What follows belongs to an exercise in optimizing a design on an open flow for small area; a production flow would make more cautious choices. In this exercise RTL edits were held to simulation tests only and were not proved equivalent to the original. No activity file was given, so power comes from the tool's default toggle rates.

Setup of run A:
==> flow/design.v (excerpt) <==
module cpu(
	input clk_from_external,
	input [31:0] inputdata_from_external_bus,
	input reset_from_external,
	input interrupt_from_external,
	output reg [31:0] outputdata_to_external_bus,
	output reg [31:0] address_to_external_bus_from_cpu,
	output reg [3:0] control_output_to_external_bus,
	output reg interrupt_grant_from_pc
);
For scale: ~4,300 cells after synthesis, roughly 100 I/O pins, about 0.049 mm2 of cells after synthesis.
make LEC_CHECK=0 CAP_MARGIN=20 CORE_MARGIN=2 CORE_UTILIZATION=65 PLACE_DENSITY=0.75 SLEW_MARGIN=20 SYNTH_HIERARCHICAL=1 SYNTH_MINIMUM_KEEP_SIZE=0 finish   # period 14.0 ns
run.sh (not shown) runs the stock make flow with config.mk's settings and CLKGATE_MAP_FILE= SYNTH_SCRIPT=/design/flow/synth_recipe.tcl, a recipe that flattens the netlist after the stock synthesis.
Run A ran to completion and came out clean on the timing, design-rule and antenna checks.
Relative to run A, the following input files were edited for run B:
Settings: PLACE_DENSITY now 0.7, was 0.75; CTS_BUF_LIST now sky130_fd_sc_hd__clkbuf_4, previously not set; CORE_UTILIZATION now 60, was 65.
### Flow results
- Between run A and run B, area inside the core boundary increased.
- In the floorplan summary, run B is listed with a die area greater than that of run A.
- Taking run A as the reference, in run B minimum clock period has decreased, number of cells on the worst reg-to-reg path +1, power attributed to the clock group went down by about 11%, detailed-route wire length climbed about 3.4%, via count picked up an extra 615.
- Clock skew for run B: 85 ps up relative to run A
- Looking at slowest cell on the critical path, the clkdlybuf4s50_1 result is from run A; the nor3_1 one comes from run B.
- Lower signed area change from the synthesized netlist to the final layout goes to run B over run A.
- | power dissipated in combinational cells | run A vs run B | ≈ equal |
- Number of cells on the critical path: run A and run B compared, higher one is run B

---

== build 22 ==
Another version of the RTL of cpu (not shown whole).
Size: roughly 4000 cells after synthesis, about 100 I/O pins, ~47000 um^2 of cells after synthesis.
==> flow/config.mk <==
export PLATFORM = sky130hd
export DESIGN_NAME = cpu
export DESIGN_NICKNAME = cpu
export VERILOG_FILES = /design/flow/design.v
export SDC_FILE = /design/flow/constraint.sdc
export NUM_CORES = 4
export LEC_CHECK = 0
export CAP_MARGIN = 20
export CORE_MARGIN = 2
export CORE_UTILIZATION = 75
export PLACE_DENSITY = 0.9
export SLEW_MARGIN = 20
export SYNTH_HIERARCHICAL = 1
export SYNTH_MINIMUM_KEEP_SIZE = 0
export BUFFER_PORTS_ARGS = -buffer_cell sky130_fd_sc_hd__buf_1
export CTS_ARGS = -sink_clustering_enable -repair_clock_nets -dont_use_dummy_load -buf_list sky130_fd_sc_hd__clkbuf_8 -sink_clustering_size 16 -sink_clustering_max_diameter 80 -sink_buffer_max_cap_derate 0.3
==> flow/constraint.sdc <==
create_clock -name core_clock -period 14.0 [get_ports {clk_from_external}]
set_input_delay 2.8000 -clock core_clock [delete_from_list [all_inputs] [get_ports {clk_from_external}]]
set_output_delay 2.8000 -clock core_clock [all_outputs]
set_load 0.01 [all_outputs]
standard.sh (not shown) runs the stock make flow with config.mk's settings and CLKGATE_MAP_FILE= SYNTH_SCRIPT=/design/flow/synth_recipe.tcl, a recipe that flattens the netlist after the stock synthesis.
==> flow/flow/run.sh <==
#!/bin/bash
# Layout flow: the standard flow (standard.sh), with two settings added to
# its config.mk: ports buffered with the smallest buffer cell, and clock tree
# synthesis without dummy loads. Each tool's output goes to its own log.
set -e
cp standard.sh standard_sh.txt
cat >> config.mk <<'EOC'
export BUFFER_PORTS_ARGS = -buffer_cell sky130_fd_sc_hd__buf_1
export CTS_ARGS = -sink_clustering_enable -repair_clock_nets -dont_use_dummy_load -buf_list sky130_fd_sc_hd__clkbuf_8 -sink_clustering_size 16 -sink_clustering_max_diameter 80 -sink_buffer_max_cap_derate 0.3
EOC
cp config.mk config_mk.txt
bash standard.sh > standard.log 2>&1
Build 22: full flow OK, the timing, design-rule and antenna checks passed
Inputs modified between build 22 and build 54:
- CTS_ARGS now -sink_clustering_enable -repair_clock_nets -dont_use_dummy_load -buf_list sky130_fd_sc_hd__clkbuf_8 -sink_clustering_size 13 -sink_clustering_max_diameter 80 -sink_buffer_max_cap_derate 0.3, was -sink_clustering_enable -repair_clock_nets -dont_use_dummy_load -buf_list sky130_fd_sc_hd__clkbuf_8 -sink_clustering_size 16 -sink_clustering_max_diameter 80 -sink_buffer_max_cap_derate 0.3
- PLACE_DENSITY now 0.7, was 0.9
- CORE_UTILIZATION now 60, was 75
-- flow/flow/run.sh --
<<< build 22, line 8
export BUFFER_PORTS_ARGS = -buffer_cell sky130_fd_sc_hd__buf_1
export CTS_ARGS = -sink_clustering_enable -repair_clock_nets -dont_use_dummy_load -buf_list sky130_fd_sc_hd__clkbuf_8 -sink_clustering_size 16 -sink_clustering_max_diameter 80 -sink_buffer_max_cap_derate 0.3
EOC
>>> build 54, line 8
export BUFFER_PORTS_ARGS = -buffer_cell sky130_fd_sc_hd__buf_1
export CTS_ARGS = -sink_clustering_enable -repair_clock_nets -dont_use_dummy_load -buf_list sky130_fd_sc_hd__clkbuf_8 -sink_clustering_size 13 -sink_clustering_max_diameter 80 -sink_buffer_max_cap_derate 0.3
EOC
==> comparison <==
- Build 54: all stages complete, timing, DRC and antenna checks passed
- Build 22 | status: complete | timing, DRC, antenna: pass
- Re worst setup slack: build 22 was higher than build 54.
- Compared with build 22, the detailed router inserted fewer vias in build 54.
- On post-layout minimum cycle time, build 54 does worse than build 22.
- Diff build 22 -> build 54 | met2 track utilization from global routing | decrease of 16 points
- [compare] base=build 22 new=build 54: global-route track usage on met3 decreased by 8.6 points relative to the old numbers; row count increased by 12% relative to the old numbers; x dimension of the die increased by 30 um relative to the old numbers; worst reg-to-reg setup slack increased by 0.13 ns relative to the old numbers; global-route wire length before repair decreased by 5.3% relative to the old numbers.
Here is what was changed in the inputs of build 80 compared with build 54.
- changing CORE_UTILIZATION from 60 to 70
- changing PLACE_DENSITY from 0.7 to 0.85
==> notes.md <==
In terms of total power, build 54 and build 80 differ only marginally.
Compare build 54 and build 80 | area overhead of the layout relative to synthesis lower: build 80
Looking at the reports, build 54 completed the entire flow and the layout it produced met the timing, design-rule and antenna checks.
Build 80 closes out successfully: all stages finished, all timing, DRC and antenna checks passed.
Going from build 54 to build 80, relative max-transition margin went up, total routed wirelength went down.
Build 80 vs build 54, highest attainable clock frequency went down by about 0.5%.
The cell at the slowest stage of the critical path comes out sky130_fd_sc_hd__or3b_1 in one run and sky130_fd_sc_hd__nand4b_1 in the other, namely in build 54 and build 80 respectively.
On synthesized cell count, build 54 and build 80 are neck and neck.
[inputs] build 47 vs build 80
- CTS_ARGS: -sink_clustering_enable -repair_clock_nets -dont_use_dummy_load -buf_list sky130_fd_sc_hd__clkbuf_8 -sink_clustering_size 13 -sink_clustering_max_diameter 80 -sink_buffer_max_cap_derate 0.3 -> -sink_clustering_enable -repair_clock_nets -dont_use_dummy_load -buf_list sky130_fd_sc_hd__clkbuf_8 -sink_clustering_size 16 -sink_clustering_max_diameter 80 -sink_buffer_max_cap_derate 0.3
-- flow/flow/run.sh --
<<< build 80, line 8
export BUFFER_PORTS_ARGS = -buffer_cell sky130_fd_sc_hd__buf_1
export CTS_ARGS = -sink_clustering_enable -repair_clock_nets -dont_use_dummy_load -buf_list sky130_fd_sc_hd__clkbuf_8 -sink_clustering_size 13 -sink_clustering_max_diameter 80 -sink_buffer_max_cap_derate 0.3
EOC
>>> build 47, line 8
export BUFFER_PORTS_ARGS = -buffer_cell sky130_fd_sc_hd__buf_1
export CTS_ARGS = -sink_clustering_enable -repair_clock_nets -dont_use_dummy_load -buf_list sky130_fd_sc_hd__clkbuf_8 -sink_clustering_size 16 -sink_clustering_max_diameter 80 -sink_buffer_max_cap_derate 0.3
EOC
### Flow results
Each of the runs, namely build 80 and build 47, reached the end of the flow and came out clean. Between build 80 and build 47, the difference in share of total power in combinational logic is negligible. Build 47 falls short of build 80 in first-iteration DRC count. Re clock network fraction of total power: build 47 is 1.7 points down on build 80. Total via count in the routed design: higher on build 80. Between build 47 and build 80, the combinational power does not differ in any meaningful way.

---

build 64:
Another version of the RTL of cpu (not shown whole).
Size: about 4100 cells after synthesis, roughly 100 I/O pins, roughly 48000 µm² of cells after synthesis.
==> flow/design.v (excerpt) <==
module cpu(
	input clk_from_external,
	input [31:0] inputdata_from_external_bus,
	input reset_from_external,
	input interrupt_from_external,
	output reg [31:0] outputdata_to_external_bus,
	output reg [31:0] address_to_external_bus_from_cpu,
	output reg [3:0] control_output_to_external_bus,
	output reg interrupt_grant_from_pc
);
export LEC_CHECK = 0
export CAP_MARGIN = 20
export CORE_MARGIN = 2
export CORE_UTILIZATION = 60
export PLACE_DENSITY = 0.7
export SLEW_MARGIN = 20
export SYNTH_HIERARCHICAL = 1
export SYNTH_MINIMUM_KEEP_SIZE = 0
export BUFFER_PORTS_ARGS = -buffer_cell sky130_fd_sc_hd__buf_1
export CTS_ARGS = -sink_clustering_enable -repair_clock_nets -dont_use_dummy_load -buf_list sky130_fd_sc_hd__clkbuf_8 -sink_clustering_size 13 -sink_clustering_max_diameter 80 -sink_buffer_max_cap_derate 0.3
create_clock -name core_clock -period 14.0 [get_ports {clk_from_external}]
==> flow/flow/run.sh <==
#!/bin/bash
# Layout flow: the standard flow (standard.sh), with two settings added to
# its config.mk: ports buffered with the smallest buffer cell, and clock tree
# synthesis without dummy loads. Each tool's output goes to its own log.
set -e
cp standard.sh standard_sh.txt
cat >> config.mk <<'EOC'
export BUFFER_PORTS_ARGS = -buffer_cell sky130_fd_sc_hd__buf_1
export CTS_ARGS = -sink_clustering_enable -repair_clock_nets -dont_use_dummy_load -buf_list sky130_fd_sc_hd__clkbuf_8 -sink_clustering_size 13 -sink_clustering_max_diameter 80 -sink_buffer_max_cap_derate 0.3
EOC
cp config.mk config_mk.txt
bash standard.sh > standard.log 2>&1
Input-level comparison between build 33 and build 64:
--- a/flow/flow/run.sh
+++ b/flow/flow/run.sh
@@ -8,3 +8,3 @@
 export BUFFER_PORTS_ARGS = -buffer_cell sky130_fd_sc_hd__buf_1
-export CTS_ARGS = -sink_clustering_enable -repair_clock_nets -dont_use_dummy_load -buf_list sky130_fd_sc_hd__clkbuf_8 -sink_clustering_size 13 -sink_clustering_max_diameter 80 -sink_buffer_max_cap_derate 0.3
+export CTS_ARGS = -sink_clustering_enable -repair_clock_nets -dont_use_dummy_load -buf_list sky130_fd_sc_hd__clkbuf_16 -sink_clustering_size 24 -sink_clustering_max_diameter 100 -sink_buffer_max_cap_derate 0.3
 EOC
--- a/flow/config.mk
+++ b/flow/config.mk
@@ -15,2 +15,2 @@
 export BUFFER_PORTS_ARGS = -buffer_cell sky130_fd_sc_hd__buf_1
-export CTS_ARGS = -sink_clustering_enable -repair_clock_nets -dont_use_dummy_load -buf_list sky130_fd_sc_hd__clkbuf_8 -sink_clustering_size 13 -sink_clustering_max_diameter 80 -sink_buffer_max_cap_derate 0.3
+export CTS_ARGS = -sink_clustering_enable -repair_clock_nets -dont_use_dummy_load -buf_list sky130_fd_sc_hd__clkbuf_16 -sink_clustering_size 24 -sink_clustering_max_diameter 100 -sink_buffer_max_cap_derate 0.3
Notes after the runs:
Taking build 64 as the reference point, the routed wire length per instance of build 33 rises by about 0.65%.
What build 64 reported for clock buffer count has to be multiplied by 0.56 to get the figure for build 33.
Build 33 vs. build 64: utilization has remained practically unchanged, global-route wire length before repair ~0 delta, clock network power share grew by 0.4 points.
Taking build 64 as the reference, in build 33 clock skew went down by 51 ps; fmax rose by 0.00027 GHz; cell area roughly the same.
For build 30, these inputs were changed with respect to build 33:
==> flow/run.sh (new file) <==
#!/bin/bash
# synth_recipe.tcl (not shown) runs the flow's synth.tcl, then flattens the netlist and writes it again
# the make line also repeats each setting of config.mk as NAME=value (left out here)
make -C /OpenROAD-flow-scripts/flow DESIGN_CONFIG=/design/flow/config.mk WORK_HOME=/design/flow/orfs CLKGATE_MAP_FILE= SYNTH_SCRIPT=/design/flow/synth_recipe.tcl finish
==> flow/config.mk <==
export PLATFORM = sky130hd
export DESIGN_NAME = cpu
export DESIGN_NICKNAME = cpu
export VERILOG_FILES = /design/flow/design.v
export SDC_FILE = /design/flow/constraint.sdc
export NUM_CORES = 4
export LEC_CHECK = 0
export CAP_MARGIN = 0
export CORE_MARGIN = 2
export CORE_UTILIZATION = 60
export CTS_BUF_LIST = sky130_fd_sc_hd__clkbuf_8
export CTS_CLUSTER_SIZE = 30
export PLACE_DENSITY = 0.7
export SLEW_MARGIN = 0
export SYNTH_HIERARCHICAL = 1
export SYNTH_MINIMUM_KEEP_SIZE = 0
removed: flow/flow/run.sh
removed: flow/standard.sh
==> notes.md <==
All of build 33 and build 30 finish clean. Die area essentially unchanged between build 30 and build 33. In build 30 relative to build 33, total power divided by cell area had gone up by more than 10%. On non-clock buffer count: between build 33 and build 30, it ends up higher for build 30. Count of clock buffers in the final design of build 30 exceeds that of build 33 by more than 100%.
Edits applied to the flow inputs when going from build 30 to build 21:
==> flow/flow/run.sh (new file) <==
#!/bin/bash
# Layout flow: the standard flow (standard.sh), with two settings added to
# its config.mk: ports buffered with the smallest buffer cell, and clock tree
# synthesis without dummy loads. Each tool's output goes to its own log.
set -e
cp standard.sh standard_sh.txt
cat >> config.mk <<'EOC'
export BUFFER_PORTS_ARGS = -buffer_cell sky130_fd_sc_hd__buf_1
export CTS_ARGS = -sink_clustering_enable -repair_clock_nets -dont_use_dummy_load -buf_list sky130_fd_sc_hd__clkbuf_8 -sink_clustering_size 30
EOC
cp config.mk config_mk.txt
bash standard.sh > standard.log 2>&1
==> flow/standard.sh (new file) <==
#!/bin/bash
# synth_recipe.tcl (not shown) runs the flow's synth.tcl, then flattens the netlist and writes it again
# the make line also repeats each setting of config.mk as NAME=value (left out here)
make -C /OpenROAD-flow-scripts/flow DESIGN_CONFIG=/design/flow/config.mk WORK_HOME=/design/flow/orfs CLKGATE_MAP_FILE= SYNTH_SCRIPT=/design/flow/synth_recipe.tcl "${@:-finish}"
--- a/flow/config.mk
+++ b/flow/config.mk
@@ -7,10 +7,10 @@
 export LEC_CHECK = 0
-export CAP_MARGIN = 0
+export CAP_MARGIN = 20
 export CORE_MARGIN = 2
 export CORE_UTILIZATION = 60
-export CTS_BUF_LIST = sky130_fd_sc_hd__clkbuf_8
-export CTS_CLUSTER_SIZE = 30
 export PLACE_DENSITY = 0.7
-export SLEW_MARGIN = 0
+export SLEW_MARGIN = 20
 export SYNTH_HIERARCHICAL = 1
 export SYNTH_MINIMUM_KEEP_SIZE = 0
+export BUFFER_PORTS_ARGS = -buffer_cell sky130_fd_sc_hd__buf_1
+export CTS_ARGS = -sink_clustering_enable -repair_clock_nets -dont_use_dummy_load -buf_list sky130_fd_sc_hd__clkbuf_8 -sink_clustering_size 30
removed: flow/run.sh
Notes after the runs:
- When the final numbers for build 21 and build 30 were put side by side, the part of the total power dissipated in combinational logic turned out to be greater in build 21.
- Build 21 vs build 30, power density over the cells went down by 8.8 nW/µm².
- Build 21 against build 30: global-route met2 utilization dropped 1.8 points, per-cell via count in the routed design moved up, global-route met3 utilization dropped 1.5 points, largest net degree at the start of global routing rose by about 27%, detail-routed net length per standard cell up about 0.7%.

## static timing again, ports no longer ideal
The flow's constraints put no driver on any port. The routed layouts listed below were extracted and timed again, unchanged, in two steps.
Step 1, drivers: a clkbuf_16 drives clk_from_external and a buf_2 each remaining input, both assumed.
Step 2 adds t to the input delays and takes it off the output delays; t is the mean of the earliest and latest rising clock arrival at the registers after step 1. Input paths then give back, and output paths get back, about the clock's delay inside the block.
a / b / c = ideal ports / drivers / drivers and shift; a / b = the first two.
run | t, ns | setup slack, ns | cell pins on the clock port's net
run A | 0.760 | 0.400 / 0.446 / -0.314 | 1
run B | 1.248 | 0.595 / 0.595 / -0.554 | 1
build 22 | 0.787 | 1.111 / 1.158 / 0.371 | 1
build 54 | 0.798 | 1.099 / 1.139 / 0.340 | 1
build 80 | 0.792 | 1.032 / 1.053 / 0.260 | 1
build 47 | 0.787 | 1.119 / 1.125 / 0.338 | 1
build 64 | 0.777 | 0.343 / 0.388 / -0.390 | 1
build 33 | 0.719 | 0.393 / 0.441 / -0.278 | 1
build 30 | 0.918 | 0.735 / 0.780 / -0.139 | 1
build 21 | 0.869 | 0.368 / 0.412 / -0.457 | 1
With both steps, setup timing fails in 6 of these runs, where it was met with ideal ports. The setup slack of run B, which loses most, moves by 0.000 ns with the drivers and by -1.149 ns with both steps.
